This design comes from an exercise in tuning for small area, a short achievable clock period and few clock cycles on the open sky130 flow, not from production work.
Only simulation tests tie the RTL to the original design; equivalence was not proved.

## rsa_core
module rsa_core #(
    parameter WIDTH = 32
)(
    input  wire                 clk,
    input  wire                 rst,
    input  wire                 start,
    input  wire [WIDTH-1:0]     m_in,
    input  wire [WIDTH-1:0]     e_in,
    input  wire [WIDTH-1:0]     n_in,
    output reg  [WIDTH-1:0]     out,
    output reg                  busy,
    output reg                  done
);
localparam [3:0] IDLE = 4'd0, DBL = 4'd1, CHAIN = 4'd2, CONV = 4'd3,
                 SKIP = 4'd4, P1 = 4'd5, P2 = 4'd6, SQ = 4'd7, SQ2 = 4'd8,
                 MUL = 4'd9, MUL3 = 4'd10, FIN = 4'd11;
reg [3:0]  state;
reg [31:0] r;        
reg [31:0] n_r;      
reg [31:0] m_r;      
reg [32:0] ex;       
reg [5:0]  cnt;
wire last = (ex[31:0] == 32'd0);    
wire pair = ex[31] & (ex[30:0] != 31'd0);
wire fin_op = ((state == SQ) | (state == P1)) & last;
wire sel_r = ((state == CHAIN) | (state == SQ) | (state == SQ2) | (state == P1)) & ~fin_op;
wire sel_m = (state == CONV) | (state == MUL) | (state == P2);
wire sel_3 = (state == MUL3);
wire [31:0] A = ({32{sel_r}} & r) | ({32{sel_m}} & m_r) | ({32{sel_3}} & out) |
                {31'd0, fin_op};
wire [31:0] B = r;
wire [31:0] N = n_r;
wire [32:0] D;
wire [32:0] dc;
assign D[0]  = ~B[0];
assign dc[1] = B[0];
genvar i, j;
generate
    for (j = 1; j < 32; j = j + 1) begin : g_d
        rsa_fa u_fa (.a(B[j]), .b(N[j]), .c(dc[j]), .s(D[j]), .co(dc[j+1]));
    end
endgenerate
assign D[32] = dc[32];
wire [32:0] nS [0:32];
generate
    if (1) begin : g_row0
        wire sb0 = A[0] & ~B[0];
        wire sd0 = A[0] & B[0];
        wire [32:1] nX0;
        for (j = 1; j < 32; j = j + 1) begin : g_x
            assign nX0[j] = ~((sb0 & B[j]) | (sd0 & D[j]));
        end
        assign nX0[32] = ~(sd0 & D[32]);
        assign nS[1] = {1'b1, nX0[32:1]};
    end
    for (i = 1; i < 32; i = i + 1) begin : g_row
        wire sb, sn, sd;
  ...
clock: 375.0 ns
lec_check: 0
cap_margin: 30
core_margin: 2
core_utilization: 40
setup_slack_margin: 5
slew_margin: 30
synth_hierarchical: 1
standard.sh (not shown) runs the stock make flow with config.mk's settings and CLKGATE_MAP_FILE= SYNTH_SCRIPT=/design/flow/synth_recipe.tcl, a recipe that flattens the netlist after the stock synthesis.
==> flow/flow/run.sh <==
#!/bin/bash
set -euo pipefail
export BUFFER_PORTS_ARGS="-buffer_cell sky130_fd_sc_hd__buf_1"
bash standard.sh synth > synth.log 2>&1
bash standard.sh finish > layout.log 2>&1
Testbench counts at the start, summed over its fixed seeds: cycles 12,652.
Rerun with:
==> flow/run.sh (new file) <==
#!/bin/bash
# synth_recipe.tcl (not shown) runs the flow's synth.tcl, then flattens the netlist and writes it again
# the make line also repeats each setting of config.mk as NAME=value (left out here)
make -C /OpenROAD-flow-scripts/flow DESIGN_CONFIG=/design/flow/config.mk WORK_HOME=/design/flow/orfs CLKGATE_MAP_FILE= SYNTH_SCRIPT=/design/flow/synth_recipe.tcl finish
removed: flow/flow/run.sh
removed: flow/standard.sh
Effect:
- The changed run went through all stages and came out clean
- fmax went down by 0.36%
- die area does not change
- core utilization grows by 0.76 points
- hold slack stays flat
- synthesized cell count does not change
- design area came out higher by 1.8%

---

v43:
Another version of the RTL of rsa_core (not shown whole).
For scale: ~150 flip-flops, ~130 I/O pins.
==> flow/config.mk <==
export PLATFORM = sky130hd
export DESIGN_NAME = rsa_core
export DESIGN_NICKNAME = rsa_core
export VERILOG_FILES = /design/flow/design.v
export SDC_FILE = /design/flow/constraint.sdc
export NUM_CORES = 8
export LEC_CHECK = 0
export CAP_MARGIN = 30
export CORE_MARGIN = 2
export CORE_UTILIZATION = 40
export SETUP_SLACK_MARGIN = 5
export SLEW_MARGIN = 30
export SYNTH_HIERARCHICAL = 1
==> flow/constraint.sdc <==
create_clock -name core_clock -period 375.0 [get_ports {clk}]
set_input_delay 75.0000 -clock core_clock [delete_from_list [all_inputs] [get_ports {clk}]]
set_output_delay 75.0000 -clock core_clock [all_outputs]
set_load 0.01 [all_outputs]
==> flow/flow/run.sh <==
#!/bin/bash
set -euo pipefail
export BUFFER_PORTS_ARGS="-buffer_cell sky130_fd_sc_hd__buf_2"
bash standard.sh synth > synth.log 2>&1
bash standard.sh finish > layout.log 2>&1
Per the final summary, v43 finished and its layout is clean on timing, DRC and antenna.
Testbench counts of v43, summed over its fixed seeds: cycles 12,664.
Input changes introduced in v11 (baseline for comparison: v43):
# v43
export LEC_CHECK = 0
export CAP_MARGIN = 30
export CORE_MARGIN = 2
export CORE_UTILIZATION = 40
export SETUP_SLACK_MARGIN = 5
export SLEW_MARGIN = 30
export SYNTH_HIERARCHICAL = 1
create_clock -name core_clock -period 375.0 [get_ports {clk}]
# v11
export LEC_CHECK = 0
export CAP_MARGIN = 30
export CORE_MARGIN = 2
export CORE_UTILIZATION = 75
export CTS_BUF_LIST = sky130_fd_sc_hd__clkbuf_4 sky130_fd_sc_hd__clkbuf_8
export SETUP_SLACK_MARGIN = 5
export SLEW_MARGIN = 30
export SYNTH_HIERARCHICAL = 1
create_clock -name core_clock -period 375.0 [get_ports {clk}]
==> flow/flow/run.sh <==
#!/bin/bash
set -euo pipefail
export BUFFER_PORTS_ARGS="-buffer_cell sky130_fd_sc_hd__buf_1"
bash standard.sh synth > synth.log 2>&1
bash standard.sh finish > layout.log 2>&1
Status | v11 and v43 | clean
Against v43, v11 comes in 210 ps lower on placement-stage worst setup slack.
The post-route clock period utilization of v11 and that of v43 are within noise of each other.
Diff v11 and v43: number of detailed-route iterations in the first pass higher in v11
Diff v43 -> v11 | pin count of the biggest net entering global routing | increase of about 4.6%
Compared with v43, v11 shows a multi-input logic portion of the cell area that is 2.9 points higher.
As far as post-synthesis compound-gate area fraction goes, v11 and v43 are indistinguishable; the numbers are identical.
Of the two candidates, v43 has the better setup slack and v11 the worse one.
Edits applied to the flow inputs when going from v11 to v39:
# v11
export LEC_CHECK = 0
export CAP_MARGIN = 30
export CORE_MARGIN = 2
export CORE_UTILIZATION = 75
export CTS_BUF_LIST = sky130_fd_sc_hd__clkbuf_4 sky130_fd_sc_hd__clkbuf_8
export SETUP_SLACK_MARGIN = 5
export SLEW_MARGIN = 30
export SYNTH_HIERARCHICAL = 1
create_clock -name core_clock -period 375.0 [get_ports {clk}]
# v39
export LEC_CHECK = 0
export CAP_MARGIN = 30
export CORE_MARGIN = 2
export CORE_UTILIZATION = 40
export CTS_BUF_LIST = sky130_fd_sc_hd__clkbuf_4 sky130_fd_sc_hd__clkbuf_8
export SETUP_SLACK_MARGIN = 5
export SLEW_MARGIN = 30
export SYNTH_HIERARCHICAL = 1
create_clock -name core_clock -period 375.0 [get_ports {clk}]
--- outcome ---
Looking at width of the die, v39 sits about 36% above v11. When v39 is set beside v11, its met3 track demand over resource turns out to be 5.3 points smaller. Cmp v39 vs v11: number of filler instances in the final layout higher in v39.
The inputs of v19 differ from those of v39 as listed below.
# v39
export LEC_CHECK = 0
export CAP_MARGIN = 30
export CORE_MARGIN = 2
export CORE_UTILIZATION = 40
export CTS_BUF_LIST = sky130_fd_sc_hd__clkbuf_4 sky130_fd_sc_hd__clkbuf_8
export SETUP_SLACK_MARGIN = 5
export SLEW_MARGIN = 30
export SYNTH_HIERARCHICAL = 1
create_clock -name core_clock -period 375.0 [get_ports {clk}]
# v19
export LEC_CHECK = 0
export CAP_MARGIN = 30
export CORE_MARGIN = 2
export CORE_UTILIZATION = 65
export CTS_BUF_LIST = sky130_fd_sc_hd__clkbuf_4 sky130_fd_sc_hd__clkbuf_8
export SETUP_SLACK_MARGIN = 5
export SLEW_MARGIN = 30
export SYNTH_HIERARCHICAL = 1
create_clock -name core_clock -period 375.0 [get_ports {clk}]
Results
Antenna diode instance count: higher on v19
Comparing v39 against v19, there is no change at all in cell count of the worst hold path.
v39 → v19: hold slack held, die outline width went down about 21%.
v19 — count of inserted tapcells 525 lower, v39 as reference
From v39 to v19 the numbers moved as follows: final design area excluding fillers shows a reduction of 830 µm², peak clock frequency supported by timing roughly the same.
When v19 is measured against v39, its final wirelength turns out 0.99% lower.
Re wire length of the first global-routing pass: v19 and v39 aren't equal, and the lower value belongs to v39.
When v19 is measured against v39, its clock period minus final worst setup slack turns out 8.0 ps higher.
The inputs of v49 differ from those of v19 as listed below.
# v19
export LEC_CHECK = 0
export CAP_MARGIN = 30
export CORE_MARGIN = 2
export CORE_UTILIZATION = 65
export CTS_BUF_LIST = sky130_fd_sc_hd__clkbuf_4 sky130_fd_sc_hd__clkbuf_8
export SETUP_SLACK_MARGIN = 5
export SLEW_MARGIN = 30
export SYNTH_HIERARCHICAL = 1
create_clock -name core_clock -period 375.0 [get_ports {clk}]
# v49
export LEC_CHECK = 0
export CAP_MARGIN = 30
export CORE_MARGIN = 2
export CORE_UTILIZATION = 55
export CTS_BUF_LIST = sky130_fd_sc_hd__clkbuf_4 sky130_fd_sc_hd__clkbuf_8
export SETUP_SLACK_MARGIN = 5
export SLEW_MARGIN = 30
export SYNTH_HIERARCHICAL = 1
create_clock -name core_clock -period 375.0 [get_ports {clk}]
==> results.txt <==
v49 did not stop at any stage, and its layout met the timing, DRC and antenna checks. Compared with v19, v49 shows clock-buffer cell count lower by 2. Summary of v49 over v19: non-clock buffer count climbed about 11%, initial antenna violation count saw a decrease, detailed router's first-iteration violation count lower, worst setup slack after layout now smaller. Delta (v49 minus v19): maximum cell stage delay along the critical path has remained practically unchanged; routed wire length has increased; sequential cell area has remained practically unchanged. Final period utilization delta (v19 -> v49): insignificant.
#### Input delta (v41 over v49)
# v49
export LEC_CHECK = 0
export CAP_MARGIN = 30
export CORE_MARGIN = 2
export CORE_UTILIZATION = 55
export CTS_BUF_LIST = sky130_fd_sc_hd__clkbuf_4 sky130_fd_sc_hd__clkbuf_8
export SETUP_SLACK_MARGIN = 5
export SLEW_MARGIN = 30
export SYNTH_HIERARCHICAL = 1
create_clock -name core_clock -period 375.0 [get_ports {clk}]
# v41
export LEC_CHECK = 0
export CAP_MARGIN = 30
export CORE_MARGIN = 2
export CORE_UTILIZATION = 40
export CTS_BUF_LIST = sky130_fd_sc_hd__clkbuf_4 sky130_fd_sc_hd__clkbuf_8
export SETUP_SLACK_MARGIN = 5
export SLEW_MARGIN = 30
export SYNTH_HIERARCHICAL = 1
create_clock -name core_clock -period 375.0 [get_ports {clk}]
==> flow/flow/run.sh <==
#!/bin/bash
set -euo pipefail
export BUFFER_PORTS_ARGS="-buffer_cell sky130_fd_sc_hd__buf_2"
bash standard.sh synth > synth.log 2>&1
bash standard.sh finish > layout.log 2>&1
Of v41 and v49, v41 shows the lower worst-margin pin slew, with v49 above it. Count of clock-buffer cells in the layout: v41 < v49. Setup slack of the critical path after layout (lower): v49. Cells: v41 has more instances than v49. Sort v41 and v49 by share of cells above drive strength 1, ascending, and v49 comes first. v41 has global-route wire length before repair below what v49 had. The core of v41 is less densely filled than that of v49.

---

v45:
Another version of the RTL of rsa_core (not shown whole).
Size: about 3,400 cells after synthesis, ~150 flip-flops, about 130 I/O pins.
==> flow/config.mk <==
export PLATFORM = sky130hd
export DESIGN_NAME = rsa_core
export DESIGN_NICKNAME = rsa_core
export VERILOG_FILES = /design/flow/design.v
export SDC_FILE = /design/flow/constraint.sdc
export NUM_CORES = 8
export LEC_CHECK = 0
export CAP_MARGIN = 30
export CORE_MARGIN = 2
export CORE_UTILIZATION = 65
export CTS_BUF_LIST = sky130_fd_sc_hd__clkbuf_4 sky130_fd_sc_hd__clkbuf_8
export SETUP_SLACK_MARGIN = 5
export SLEW_MARGIN = 30
export SYNTH_HIERARCHICAL = 1
==> flow/constraint.sdc <==
create_clock -name core_clock -period 375.0 [get_ports {clk}]
set_input_delay 75.0000 -clock core_clock [delete_from_list [all_inputs] [get_ports {clk}]]
set_output_delay 75.0000 -clock core_clock [all_outputs]
set_load 0.01 [all_outputs]
run.sh (not shown) runs the stock make flow with config.mk's settings and CLKGATE_MAP_FILE= SYNTH_SCRIPT=/design/flow/synth_recipe.tcl, a recipe that flattens the netlist after the stock synthesis.
Stock flow here: none of the scripts above is used.
Testbench counts of v45, summed over its fixed seeds: cycles 12,664.
Here is what was changed in the inputs of v15 compared with v45.
==> flow/flow/run.sh (new file) <==
#!/bin/bash
set -euo pipefail
export BUFFER_PORTS_ARGS="-buffer_cell sky130_fd_sc_hd__buf_1"
bash standard.sh synth > synth.log 2>&1
bash standard.sh finish > layout.log 2>&1
==> flow/standard.sh (new file) <==
#!/bin/bash
# synth_recipe.tcl (not shown) runs the flow's synth.tcl, then flattens the netlist and writes it again
# the make line also repeats each setting of config.mk as NAME=value (left out here)
make -C /OpenROAD-flow-scripts/flow DESIGN_CONFIG=/design/flow/config.mk WORK_HOME=/design/flow/orfs CLKGATE_MAP_FILE= SYNTH_SCRIPT=/design/flow/synth_recipe.tcl "${@:-finish}"
removed: flow/run.sh
### Flow results
In the metrics for v45 and v15, the one carrying the higher clock-buffer cell count is v15.
The sum of routed wire length over all layers of v15 falls short of that of v45 by 630 um.
v15 — final critical-path setup slack 0.28 ns higher, v45 as reference
For v16, these inputs were changed with respect to v15:
==> flow/flow/run.sh <==
#!/bin/bash
set -euo pipefail
export BUFFER_PORTS_ARGS="-buffer_cell sky130_fd_sc_hd__buf_2"
bash standard.sh synth > synth.log 2>&1
bash standard.sh finish > layout.log 2>&1
==> comparison <==
- v16 | stages: all done | timing, DRC, antenna: all pass
- In v16 the hold slack turned out 0.0048 ns lower than in v15.
- v16 ended up with met4 as its highest metal layer used by the detailed router; v15 ended up with met5.
- | number of filler cells placed in the layout | v16 vs v15 | 91 lower |
- Comparing v15 against v16, there is no change at all in number of cells traversed by the worst register-to-register path.
- Between v15 and v16, the difference in overall routed net length is negligible.

==> static timing again, ports no longer ideal <==
The flow's constraints put no driver on any port. The routed layouts listed below were extracted and timed again, unchanged, in two steps. Step 1, drivers: a clkbuf_16 drives clk and a buf_2 each remaining input, both assumed. Step 2, shift: input delay + t, output delay - t, t = (earliest + latest rising clock arrival at the registers) / 2. This alone moves slack from input paths to output paths. Three values: no drivers, after step 1, after step 2; two values: the first two.
| run | t (ns) | setup slack, ns | worst setup path at the end | worst data-port slew with drivers (ns) | cell pins on the clock port's net |
|---|---|---|---|---|---|
| the first run of note 1 | 0.480 | 297.954 / 297.974 / 297.494 | input to register | 0.06 | 1 |
| the second run of note 1 | 0.506 | 297.679 / 297.706 / 297.200 | input to register | 0.08 | 1 |
| v43 | 0.473 | 298.937 / 298.903 / 298.475 | input to register | 0.07 | 1 |
| v11 | 0.507 | 298.727 / 298.750 / 298.243 | input to register | 0.10 | 1 |
| v39 | 0.488 | 298.842 / 298.843 / 298.354 | input to register | 0.06 | 1 |
| v19 | 0.490 | 298.834 / 298.824 / 298.334 | input to register | 0.06 | 1 |
| v49 | 0.522 | 298.811 / 298.814 / 298.293 | input to register | 0.06 | 1 |
| v41 | 0.496 | 298.926 / 298.885 / 298.485 | input to register | 0.07 | 1 |
| v45 | 0.519 | 298.441 / 298.461 / 297.942 | input to register | 0.04 | 1 |
| v15 | 0.491 | 298.722 / 298.739 / 298.247 | input to register | 0.05 | 1 |
| v16 | 0.500 | 298.884 / 298.897 / 298.402 | input to register | 0.04 | 1 |
After both steps every run listed still meets setup and hold. The setup slack of v49, which loses most, moves by +0.003 ns with the drivers and by -0.518 ns with both steps.
